This design comes from an exercise in tuning for small area on the open sky130 flow, not from production work.
RTL that was checked went through simulation tests only; none was proved equivalent to the original.

==> job 1444 <==
==> flow/design.v (excerpt) <==
module CORDIC_Top (
    input clk,
    input [31:0] target,
    output [31:0] cos_x
);
Settings: LEC_CHECK=0, CAP_MARGIN=10, CORE_MARGIN=2, CORE_UTILIZATION=40, CTS_BUF_LIST=sky130_fd_sc_hd__clkbuf_4, GPL_TIMING_DRIVEN=0, SLEW_MARGIN=10; clock period 10.0 ns.
run.sh (not shown) runs the stock make flow with config.mk's settings and CLKGATE_MAP_FILE= SYNTH_SCRIPT=/design/flow/synth_recipe.tcl, a recipe that flattens the netlist after the stock synthesis.
==> inputs of job 8756, as changes to job 1444 <==
--- a/flow/design.v
+++ b/flow/design.v
@@ -1396,33 +1396,33 @@
 	wire eak_112 = ea_a[30] & ea_k[30];
 	wire eaz_113 = ea_a[31] ^ ea_k[31] ^ eak_112;
 	wire eak_114 = (ea_a[31] & ea_k[31]) | (ea_a[31] & eak_112) | (ea_k[31] & eak_112);
 	wire eao_115 = eaz_111 ^ eaco_110;
 	wire eao_116 = eaz_113 ^ (eaco_110 & eaz_111);
 	wire eap_117 = eaz_111 & eaz_113;
 	wire eaco_118 = eak_114 | (eaco_110 & eap_117);
 	wire [31:0] r3w = {eao_116, eao_115, eao_108, eao_106, eao_104, eao_102, eao_101, eao_88, eao_86, eao_84, eao_82, eao_81, eao_68, eao_66, eao_64, eao_62, eao_61, eao_48, eao_46, eao_44, eao_42, eao_41, eao_28, eao_26, eao_24, eao_22, eao_21, eas_9, eas_7, eas_5, eas_3, eas_1};
-	wire r3pos = big | (~r3w[31] & (|r3w[30:27]));
-	wire r3neg = ~big & r3w[31] & ~(&r3w[30:27]);
-	wire [27:0] r3c = r3pos ? 28'h7ffffff : r3neg ? 28'h8000000 : r3w[27:0];
-	reg [27:0] q1_r; reg [2:0] q1_s;
+	wire r3sg = ~big & r3w[31];
+	wire r3b = big | (r3w[31] ? (&r3w[30:27]) : (|r3w[30:27]));
+	wire [28:0] r3c = {r3sg, r3b, r3w[26:0]};
+	reg [28:0] q1_r; reg [2:0] q1_s;
 	always @(posedge clk) begin q1_r <= r3c; q1_s <= {s2, s1, s0}; end
-	wire s3 = ~q1_r[27];
-	wire d4_0 = ((q1_r) ^ 28'h8000000) >= 28'h4005548;
-	wire d4_1 = ((q1_r) ^ 28'h8000000) >= 28'hbffaab8;
-	wire d5_00 = ((q1_r) ^ 28'h8000000) >= 28'h2005ff2;
-	wire d5_01 = ((q1_r) ^ 28'h8000000) >= 28'h6004a9e;
-	wire d5_10 = ((q1_r) ^ 28'h8000000) >= 28'h9ffb562;
-	wire d5_11 = ((q1_r) ^ 28'h8000000) >= 28'hdffa00e;
+	wire s3 = ~q1_r[28];
+	wire d4_0 = ((q1_r) ^ 29'h10000000) >= 29'hc005548;
+	wire d4_1 = ((q1_r) ^ 29'h10000000) >= 29'h13ffaab8;
+	wire d5_00 = ((q1_r) ^ 29'h10000000) >= 29'ha005ff2;
+	wire d5_01 = ((q1_r) ^ 29'h10000000) >= 29'he004a9e;
+	wire d5_10 = ((q1_r) ^ 29'h10000000) >= 29'h11ffb562;
+	wire d5_11 = ((q1_r) ^ 29'h10000000) >= 29'h15ffa00e;
 	wire s4 = s3 ? d4_1 : d4_0;
 	wire wrapz = ~(s4 | s3 | (|q1_s));
 	wire s5 = ~wrapz & (s3 ? (s4 ? d5_11 : d5_10) : (s4 ? d5_01 : d5_00));
-	wire [27:0] eb_a = q1_r;
-	wire [27:0] eb_k = (s3 ? (s4 ? (s5 ? 28'h9006147 : 28'hb005e9d) : (s5 ? 28'hd004bf3 : 28'hf004949)) : (s4 ? (s5 ? 28'hffb6b7 : 28'h2ffb40d) : (s5 ? 28'h4ffa163 : 28'h6ff9eb9)));
+	wire [28:0] eb_a = q1_r;
+	wire [28:0] eb_k = (s3 ? (s4 ? (s5 ? 29'h19006147 : 29'h1b005e9d) : (s5 ? 29'h1d004bf3 : 29'h1f004949)) : (s4 ? (s5 ? 29'hffb6b7 : 29'h2ffb40d) : (s5 ? 29'h4ffa163 : 29'h6ff9eb9)));
 	wire ebs_1 = eb_a[0] ^ eb_k[0] ^ 1'b0;
 	wire ebc_2 = (eb_a[0] & eb_k[0]) | (eb_a[0] & 1'b0) | (eb_k[0] & 1'b0);
 	wire ebs_3 = eb_a[1] ^ eb_k[1] ^ ebc_2;
 	wire ebc_4 = (eb_a[1] & eb_k[1]) | (eb_a[1] & ebc_2) | (eb_k[1] & ebc_2);
 	wire ebs_5 = eb_a[2] ^ eb_k[2] ^ ebc_4;
 	wire ebc_6 = (eb_a[2] & eb_k[2]) | (eb_a[2] & ebc_4) | (eb_k[2] & ebc_4);
 	wire ebs_7 = eb_a[3] ^ eb_k[3] ^ ebc_6;
 	wire ebc_8 = (eb_a[3] & eb_k[3]) | (eb_a[3] & ebc_6) | (eb_k[3] & ebc_6);
@@ -1509,48 +1509,52 @@
 	wire ebp_89 = ebp_87 & ebz_79;
 	wire ebco_90 = ebk_80 | (ebco_70 & ebp_89);
 	wire ebz_91 = eb_a[25] ^ eb_k[25];
 	wire ebk_92 = eb_a[25] & eb_k[25];
 	wire ebz_93 = eb_a[26] ^ eb_k[26] ^ ebk_92;
 	wire ebk_94 = (eb_a[26] & eb_k[26]) | (eb_a[26] & ebk_92) | (eb_k[26] & ebk_92);
 	wire ebz_95 = eb_a[27] ^ eb_k[27] ^ ebk_94;
 	wire ebk_96 = (eb_a[27] & eb_k[27]) | (eb_a[27] & ebk_94) | (eb_k[27] & ebk_94);
-	wire ebo_97 = ebz_91 ^ ebco_90;
-	wire ebo_98 = ebz_93 ^ (ebco_90 & ebz_91);
-	wire ebp_99 = ebz_91 & ebz_93;
-	wire ebo_100 = ebz_95 ^ (ebco_90 & ebp_99);
-	wire ebp_101 = ebp_99 & ebz_95;
-	wire ebco_102 = ebk_96 | (ebco_90 & ebp_101);
-	wire [27:0] r6w = {ebo_100, ebo_98, ebo_97, ebo_88, ebo_86, ebo_84, ebo_82, ebo_81, ebo_68, ebo_66, ebo_64, ebo_62, ebo_61, ebo_48, ebo_46, ebo_44, ebo_42, ebo_41, ebo_28, ebo_26, ebo_24, ebo_22, ebo_21, ebs_9, ebs_7, ebs_5, ebs_3, ebs_1};
-	wire r6pos = ~r6w[27] & (|r6w[26:24]);
-	wire r6neg = wrapz | (r6w[27] & ~(&r6w[26:24]));
-	wire [24:0] r6c = r6neg ? 25'h1000000 : r6pos ? 25'h0ffffff : r6w[24:0];
-	reg [24:0] q2_r; reg [5:0] q2_s;
+	wire ebz_97 = eb_a[28] ^ eb_k[28] ^ ebk_96;
+	wire ebk_98 = (eb_a[28] & eb_k[28]) | (eb_a[28] & ebk_96) | (eb_k[28] & ebk_96);
+	wire ebo_99 = ebz_91 ^ ebco_90;
+	wire ebo_100 = ebz_93 ^ (ebco_90 & ebz_91);
+	wire ebp_101 = ebz_91 & ebz_93;
+	wire ebo_102 = ebz_95 ^ (ebco_90 & ebp_101);
+	wire ebp_103 = ebp_101 & ebz_95;
+	wire ebo_104 = ebz_97 ^ (ebco_90 & ebp_103);
+	wire ebp_105 = ebp_103 & ebz_97;
+	wire ebco_106 = ebk_98 | (ebco_90 & ebp_105);
+	wire [28:0] r6w = {ebo_104, ebo_102, ebo_100, ebo_99, ebo_88, ebo_86, ebo_84, ebo_82, ebo_81, ebo_68, ebo_66, ebo_64, ebo_62, ebo_61, ebo_48, ebo_46, ebo_44, ebo_42, ebo_41, ebo_28, ebo_26, ebo_24, ebo_22, ebo_21, ebs_9, ebs_7, ebs_5, ebs_3, ebs_1};
+	wire r6sg = wrapz | r6w[28];
+	wire r6b = ~wrapz & (r6w[28] ? (&r6w[27:24]) : (|r6w[27:24]));
+	wire [25:0] r6c = {r6sg, r6b, r6w[23:0]};
+	reg [25:0] q2_r; reg [5:0] q2_s;
 	always @(posedge clk) begin q2_r <= r6c; q2_s <= {s5, s4, s3, q1_s}; end
-	wire s6 = ~q2_r[24];
-	wire e7_0 = ((q2_r) ^ 25'h1000000) >= 25'h80002a;
-	wire e7_1 = ((q2_r) ^ 25'h1000000) >= 25'h17fffd6;
-	wire e8_00 = ((q2_r) ^ 25'h1000000) >= 25'h40002f;
-	wire e8_01 = ((q2_r) ^ 25'h1000000) >= 25'hc00025;
-	wire e8_10 = ((q2_r) ^ 25'h1000000) >= 25'h13fffdb;
-	wire e8_11 = ((q2_r) ^ 25'h1000000) >= 25'h1bfffd1;
+	wire s6 = ~q2_r[25];
+	wire e7_0 = ((q2_r) ^ 26'h2000000) >= 26'h180002a;
+	wire e7_1 = ((q2_r) ^ 26'h2000000) >= 26'h27fffd6;
+	wire e8_00 = ((q2_r) ^ 26'h2000000) >= 26'h140002f;
+	wire e8_01 = ((q2_r) ^ 26'h2000000) >= 26'h1c00025;
+	wire e8_10 = ((q2_r) ^ 26'h2000000) >= 26'h23fffdb;
+	wire e8_11 = ((q2_r) ^ 26'h2000000) >= 26'h2bfffd1;
 	wire s7 = s6 ? e7_1 : e7_0;
 	wire s8 = s6 ? (s7 ? e8_11 : e8_10) : (s7 ? e8_01 : e8_00);
-	wire [24:0] ec_k = (s6 ? (s7 ? (s8 ? 25'h1200030 : 25'h160002e) : (s8 ? 25'h1a00026 : 25'h1e00024)) : (s7 ? (s8 ? 25'h1fffdc : 25'h5fffda) : (s8 ? 25'h9fffd2 : 25'hdfffd0)));
+	wire [25:0] ec_k = (s6 ? (s7 ? (s8 ? 26'h3200030 : 26'h360002e) : (s8 ? 26'h3a00026 : 26'h3e00024)) : (s7 ? (s8 ? 26'h1fffdc : 26'h5fffda) : (s8 ? 26'h9fffd2 : 26'hdfffd0)));
 	wire [16:0] ec_c;
 	assign ec_c[0] = 1'b0;
 	genvar gi;
 	generate for (gi = 0; gi < 16; gi = gi + 1) begin : ecc
 		assign ec_c[gi+1] = (q2_r[gi] & ec_k[gi]) | (ec_c[gi] & (q2_r[gi] | ec_k[gi]));
 	end endgenerate
-	wire [8:0] r9h = q2_r[24:16] + ec_k[24:16] + {8'b0, ec_c[16]};
-	wire [8:0] q9 = r9h;
-	wire q9pos = ~q9[8] & (|q9[7:5]);
-	wire q9neg = q9[8] & ~(&q9[7:5]);
+	wire [9:0] r9h = q2_r[25:16] + ec_k[25:16] + {9'b0, ec_c[16]};
+	wire [9:0] q9 = r9h;
+	wire q9pos = ~q9[9] & (|q9[8:5]);
+	wire q9neg = q9[9] & ~(&q9[8:5]);
 	wire [5:0] u = q9pos ? 6'h3f : q9neg ? 6'h00 : {~q9[5], q9[4:0]};
 	reg [13:0] q3_s;
 	always @(posedge clk) q3_s <= {u[1], u[2], u[3], u[4], u[5], s8, s7, s6, q2_s};
 	wire [31:0] x6 = (q3_s[0] ? (q3_s[1] ? (q3_s[2] ? (q3_s[3] ? (q3_s[4] ? (q3_s[5] ? 32'h1 : 32'h2000000) : (q3_s[5] ? 32'h4080000 : 32'h5f80000)) : (q3_s[4] ? (q3_s[5] ? 32'h8304000 : 32'ha0fc000) : (q3_s[5] ? 32'hbf7c000 : 32'hdc84000))) : (q3_s[3] ? (q3_s[4] ? (q3_s[5] ? 32'h10e38400 : 32'h12a07c00) : (q3_s[5] ? 32'h14667c00 : 32'h16158400)) : (q3_s[4] ? (q3_s[5] ? 32'h180dbc00 : 32'h19ae4400) : (q3_s[5] ? 32'h1b584400 : 32'h1cebbc00)))) : (q3_s[2] ? (q3_s[3] ? (q3_s[4] ? (q3_s[5] ? 32'h23e37880 : 32'h25550780) : (q3_s[5] ? 32'h26d0c780 : 32'h2836b880)) : (q3_s[4] ? (q3_s[5] ? 32'h29e6e780 : 32'h2b409880) : (q3_s[5] ? 32'h2ca4d880 : 32'h2df3a780))) : (q3_s[3] ? (q3_s[4] ? (q3_s[5] ? 32'h308e1b80 : 32'h31cd6480) : (q3_s[5] ? 32'h3317a480 : 32'h344cdb80)) : (q3_s[4] ? (q3_s[5] ? 32'h35cd0480 : 32'h36f77b80) : (q3_s[5] ? 32'h382d3b80 : 32'h394e4480))))) : (q3_s[1] ? (q3_s[2] ? (q3_s[3] ? (q3_s[4] ? (q3_s[5] ? 32'h50bfcf20 : 32'h517f50e0) : (q3_s[5] ? 32'h524bc0e0 : 32'h53051f20)) : (q3_s[4] ? (q3_s[5] ? 32'h540b38e0 : 32'h54bda720) : (q3_s[5] ? 32'h557d3720 : 32'h5629e8e0))) : (q3_s[3] ? (q3_s[4] ? (q3_s[5] ? 32'h582358e0 : 32'h58c58720) : (q3_s[5] ? 32'h59751720 : 32'h5a1208e0)) : (q3_s[4] ? (q3_s[5] ? 32'h5afc1f20 : 32'h5b9300e0) : (q3_s[5] ? 32'h5c3770e0 : 32'h5cc96f20)))) : (q3_s[2] ? (q3_s[3] ? (q3_s[4] ? (q3_s[5] ? 32'h62b18b60 : 32'h6329d4a0) : (q3_s[5] ? 32'h63b024a0 : 32'h64247b60)) : (q3_s[4] ? (q3_s[5] ? 32'h64e68ca0 : 32'h65561360) : (q3_s[5] ? 32'h65d3c360 : 32'h663f9ca0))) : (q3_s[3] ? (q3_s[4] ? (q3_s[5] ? 32'h67f8a4a0 : 32'h685bfb60) : (q3_s[5] ? 32'h68cdab60 : 32'h692db4a0)) : (q3_s[4] ? (q3_s[5] ? 32'h69dbc360 : 32'h6a379ca0) : (q3_s[5] ? 32'h6aa1eca0 : 32'h6afab360))))));
 	wire [31:0] x7, x8;
 	CORDIC_Stage_8 it6 (.s(q3_s[6]), .x(x6), .y(x7));
 	CORDIC_Stage_9 it7 (.s(q3_s[7]), .x(x7), .y(x8));
 	reg [31:0] q4_x; reg [13:8] q4_s;
Settings changed: CTS_BUF_LIST sky130_fd_sc_hd__clkbuf_4 to sky130_fd_sc_hd__clkbuf_16, CTS_CLUSTER_DIAMETER set to 80, CTS_CLUSTER_SIZE set to 30.
==> inputs of job 5131, as changes to job 1444 <==
Settings changed: CORE_UTILIZATION 40 to 60.
==> out/results.ini <==
[final_layout]
clockBufferCount = 64
design_area_um2 = 26700
multi_input_area_share_pct = 69.3

[status]
status = finished clean

[detailed_routing]
drt-initial-drc-count = 1310

[logic_synthesis]
avgSynthCellArea_um2 = 9.34

[worst_setup_path]
crit_path_max_incr_delay_ps = 510

[place]
dp_cells = 3217

[timing]
max_freq_mhz = 104

[clock_tree]
root_buffer = clkbuf_4

(the above is from job 5131)
==> out/results.ini <==
[final_layout]
multi_input_area_share_pct = 69.3
design_area_um2 = 26700
clockBufferCount = 15

[timing]
max_freq_mhz = 104

[worst_setup_path]
crit_path_max_incr_delay_ps = 560

[status]
status = finished clean

[place]
dp_cells = 3405

[clock_tree]
root_buffer = clkbuf_16

[hold_path]
min-delay-start = q5_s[12]

[detailed_routing]
drt-initial-drc-count = 896

(the above is from job 8756)
==> out/results.ini <==
[status]
status = finished clean

[final_layout]
multi_input_area_share_pct = 68.8

[clock_tree]
root_buffer = clkbuf_4

[logic_synthesis]
avgSynthCellArea_um2 = 9.34

[detailed_routing]
drt-initial-drc-count = 1137

(the above is from job 1444)
Function not checked in job 8756: the RTL went through the layout flow alone.

what the ideal ports hide:
In the flow no input, the clock included, has a driving cell. The finished layouts below were timed again as built, in two steps.
Step 1, drivers: a clkbuf_16 drives clk and a buf_2 each remaining input, both assumed.
Step 2 times the ports against the registers' clock, not the clock port: input delays grow and output delays shrink by t, the midpoint of the rising clock arrivals with the driver on.
Three values: no drivers, after step 1, after step 2; two values: the first two.
run | shift t [ns] | slack for setup (ns) | worst hold slack (ns) | slew at the worst register clock pin (ns)
job 1444 | 0.780 | 0.447 / 0.393 / -0.160 | 0.311 / 0.311 / 0.311 | 0.08 / 0.08
job 8756 | 0.548 | 0.370 / 0.398 / -0.150 | 0.316 / 0.316 / 0.316 | 0.10 / 0.10
job 5131 | 0.766 | 0.410 / 0.441 / -0.325 | 0.328 / 0.328 / 0.328 | 0.08 / 0.08
With both steps, setup timing fails in every run listed, where it was met with ideal ports. The setup slack of job 5131, which loses most, moves by +0.031 ns with the drivers and by -0.735 ns with both steps.
